This design comes from an exercise in tuning for small area on the open sky130 flow, not from production work. In this exercise RTL edits were held to simulation tests only and were not proved equivalent to the original. Power is estimated from default activity; no workload was simulated.

## run A
// ccm
module ccm(
	input			clk,
	input			reset_n,
	input	[8:0]	i_ccm_1m1,	 
	input	[8:0]	i_ccm_1m2,
	input	[8:0]	i_ccm_1m3,
	input	[8:0]	i_ccm_2m1,
	input	[8:0]	i_ccm_2m2,
	input	[8:0]	i_ccm_2m3,
	input	[8:0]	i_ccm_3m1,
	input	[8:0]	i_ccm_3m2,
	input	[8:0]	i_ccm_3m3,
	input	[2:0]	i_video_syn,
	input	[23:0]	i_data,
	output	[2:0]	o_video_sync,
	output	[23:0]	o_data
);
Size: ~1300 cells after synthesis, ~140 I/O pins, ~0.017 mm2 of cells after synthesis.
export LEC_CHECK = 0
export CAP_MARGIN = 20
export CORE_MARGIN = 2
export CORE_UTILIZATION = 40
export SLEW_MARGIN = 20
export SYNTH_HIERARCHICAL = 1
export SYNTH_MINIMUM_KEEP_SIZE = 0
create_clock -name core_clock -period 7.0 [get_ports {clk}]
run.sh (not shown) runs the stock make flow with config.mk's settings and CLKGATE_MAP_FILE= SYNTH_SCRIPT=/design/flow/synth_recipe.tcl, a recipe that flattens the netlist after the stock synthesis.
Run A reached the final stage; the timing, DRC and antenna checks on its layout passed.
The following lists how run B was set up differently from run A:
--- a/flow/config.mk
+++ b/flow/config.mk
@@ -9,3 +9,3 @@
 export CORE_MARGIN = 2
-export CORE_UTILIZATION = 40
+export CORE_UTILIZATION = 30
 export SLEW_MARGIN = 20
Findings:
- Between run A and run B, the flow reports sum of met3 wire segment lengths after detailed routing increasing by a little under 10%.
- Across both runs, power density over cell area was lower for run B than for run A.
- Setup slack: run B less than run A
- From run A to run B the numbers moved as follows: via count held steady, routed wire length grew by 2.9%, total power after layout shrank by 1.4%, horizontal die dimension grew by 32 um.
- When run B is measured against run A, its total instance count after detailed placement turns out 220 higher.
#### Input delta (run C over run B)
==> flow/flow/run.sh (new file) <==
#!/bin/bash
# The standard layout (the standard.sh: ORFS with the standard synthesis),
# with one change: the buffer that buffer_ports puts on every input and output
# port is the smallest buffer, sky130_fd_sc_hd__buf_1.
# make's full output goes to flow_make.log; ORFS keeps each step's log under orfs/logs.
set -euo pipefail
bash standard.sh BUFFER_PORTS_ARGS="-buffer_cell sky130_fd_sc_hd__buf_1" finish > flow_make.log 2>&1
==> flow/standard.sh (new file) <==
#!/bin/bash
# synth_recipe.tcl (not shown) runs the flow's synth.tcl, then flattens the netlist and writes it again
# the make line also repeats each setting of config.mk as NAME=value (left out here)
make -C /OpenROAD-flow-scripts/flow DESIGN_CONFIG=/design/flow/config.mk WORK_HOME=/design/flow/orfs CLKGATE_MAP_FILE= SYNTH_SCRIPT=/design/flow/synth_recipe.tcl "${@:-finish}"
--- a/flow/config.mk
+++ b/flow/config.mk
@@ -9,3 +9,3 @@
 export CORE_MARGIN = 2
-export CORE_UTILIZATION = 30
+export CORE_UTILIZATION = 40
 export SLEW_MARGIN = 20
removed: flow/run.sh
==> comparison <==
Relative to run B, share of total power in the clock network has increased by 1.1 points in run C. Going from run B to run C, final critical-path required period fell by 0.39 ns, total power fell by about 2.4%, global-route wire length before repair fell by 4.2%, sequential cell area share rose by 1.1 points, delay contributed by the slowest stage of the critical path fell by 0.33 ns. Upper clock frequency limit, run C and run B: lower on run B.


== v59 ==
Another version of the RTL of ccm (not shown whole).
Size: roughly 1300 cells after synthesis.
==> flow/config.mk <==
export PLATFORM = sky130hd
export DESIGN_NAME = ccm
export DESIGN_NICKNAME = ccm
export VERILOG_FILES = /design/flow/design.v
export SDC_FILE = /design/flow/constraint.sdc
export NUM_CORES = 4
export LEC_CHECK = 0
export CAP_MARGIN = 20
export CELL_PAD_IN_SITES_DETAIL_PLACEMENT = 1
export CORE_MARGIN = 2
export CORE_UTILIZATION = 55
export SLEW_MARGIN = 20
export SYNTH_HIERARCHICAL = 1
export SYNTH_MINIMUM_KEEP_SIZE = 0
==> flow/constraint.sdc <==
create_clock -name core_clock -period 7.0 [get_ports {clk}]
set_input_delay 1.4000 -clock core_clock [delete_from_list [all_inputs] [get_ports {clk}]]
set_output_delay 1.4000 -clock core_clock [all_outputs]
set_load 0.01 [all_outputs]
standard.sh (not shown) runs the stock make flow with config.mk's settings and CLKGATE_MAP_FILE= SYNTH_SCRIPT=/design/flow/synth_recipe.tcl, a recipe that flattens the netlist after the stock synthesis.
==> flow/flow/run.sh <==
#!/bin/bash
# The standard layout (the standard.sh: ORFS with the standard synthesis),
# with two changes to how the layout is made:
#  - buffer_ports puts the smallest buffer, sky130_fd_sc_hd__buf_1, on every
#    input and output port;
#  - clock tree synthesis uses sky130_fd_sc_hd__clkbuf_8 and adds no dummy
#    loads.
# make's full output goes to flow_make.log; ORFS keeps each step's log under orfs/logs.
set -euo pipefail
bash standard.sh \
  BUFFER_PORTS_ARGS="-buffer_cell sky130_fd_sc_hd__buf_1" \
  CTS_ARGS="-sink_clustering_enable -repair_clock_nets -buf_list sky130_fd_sc_hd__clkbuf_8 -dont_use_dummy_load" \
  finish > flow_make.log 2>&1
Relative to v59, the following input files were edited for v38:
Settings: CORE_UTILIZATION changed from 55 to 40.
Findings:
- [compare] base=v59 new=v38: post-layout minimum cycle time now sits lower; detailed-router iteration count before antenna repair now sits lower.
- Area of all placed cells without fillers on v38 is up relative to v59.
- v38 ended with more post-route met1 wirelength than v59.
- Leakage power of the design deteriorates in v38 relative to v59.
- v38 completed; timing, DRC and antenna clean
### v38 -> v50
-- flow/flow/run.sh --
<<< v38, line 6
#  - clock tree synthesis uses sky130_fd_sc_hd__clkbuf_8 and adds no dummy
>>> v50, line 6
#  - clock tree synthesis uses sky130_fd_sc_hd__clkbuf_8, clusters of up to 25 sinks, and adds no dummy
<<< v38, line 12
  CTS_ARGS="-sink_clustering_enable -repair_clock_nets -buf_list sky130_fd_sc_hd__clkbuf_8 -dont_use_dummy_load" \
>>> v50, line 12
  CTS_ARGS="-sink_clustering_enable -repair_clock_nets -buf_list sky130_fd_sc_hd__clkbuf_8 -dont_use_dummy_load -sink_clustering_size 25" \
[summary]
From v38 to v50, wire length did not move at all.
From v38 to v50 the numbers moved as follows: summed area of non-filler cells in the final layout barely changed; footprint of the multi-input gates was more or less identical; critical path depth flat; total negative setup slack barely changed; total power consumption of the routed design held.
v50 against v38: worst slew slack as a fraction of its limit roughly the same, core utilization flat, horizontal die dimension flat, register area held steady.
Relative to v50, the following input files were edited for v55:
Settings: CAP_MARGIN changed from 20 to 0; SLEW_MARGIN changed from 20 to 0.
-- flow/flow/run.sh --
<<< v50, line 6
#  - clock tree synthesis uses sky130_fd_sc_hd__clkbuf_8, clusters of up to 25 sinks, and adds no dummy
>>> v55, line 6
#  - clock tree synthesis uses sky130_fd_sc_hd__clkbuf_8 and adds no dummy
<<< v50, line 12
  CTS_ARGS="-sink_clustering_enable -repair_clock_nets -buf_list sky130_fd_sc_hd__clkbuf_8 -dont_use_dummy_load -sink_clustering_size 25" \
>>> v55, line 12
  CTS_ARGS="-sink_clustering_enable -repair_clock_nets -buf_list sky130_fd_sc_hd__clkbuf_8 -dont_use_dummy_load" \
## What came out
c1_g[4]$_DFF_P_ as the worst setup path endpoint was reported by v55, and c1_b[7]$_DFF_P_ by v50. Re data arrival at the endpoint of the critical path: v55 is 0.22 ns up on v50. v55 -> v50: overall overflow remaining after global route delta 0, exact match. Core utilization delta (v55 -> v50): insignificant. All of v55 and v50 finish clean. v50 -> v55: count of final hold-check violations delta 0, exact match. Depth of the critical timing path with buffers and inverters included in v55 vs v50: up 2. There was hardly any difference in power attributed to combinational cells between v50 and v55. Status: aggregate global-route resource usage parity (v50, v55).

[afterwards: timing with drivers on the ports]
No port has a modelled driver above. Below, the same layouts with a new extraction and two added sets of constraints. Step 1: set_driving_cell puts a clkbuf_16 on clk and a buf_2 on each other input, an assumption about the parent block. Step 2, shift: input delay + t, output delay - t, t = (earliest + latest rising clock arrival at the registers) / 2. This alone moves slack from input paths to output paths. a / b / c = ideal / step 1 / step 2; a / b = the first two.
run	shift t [ns]	setup WS [ns]	worst setup path after step 2	worst register clock-pin slew, ns	pins driven straight from the clock port
run A	0.519	0.482 / 0.503 / -0.016	input to register	0.09 / 0.09	1
run B	0.520	0.196 / 0.226 / -0.294	input to register	0.06 / 0.06	1
run C	0.513	0.585 / 0.616 / 0.103	input to register	0.08 / 0.08	1
v59	0.530	0.507 / 0.535 / 0.005	input to register	0.10 / 0.10	1
v38	0.559	0.819 / 0.836 / 0.277	input to register	0.10 / 0.10	1
v50	0.559	0.819 / 0.836 / 0.277	input to register	0.10 / 0.10	1
v55	0.556	0.598 / 0.605 / 0.048	input to register	0.10 / 0.10	1
Met with ideal ports but missed after step 2: setup timing in run A and run B. For v55, which loses most, drivers alone change the setup slack by +0.007 ns; drivers and shift together by -0.550 ns.
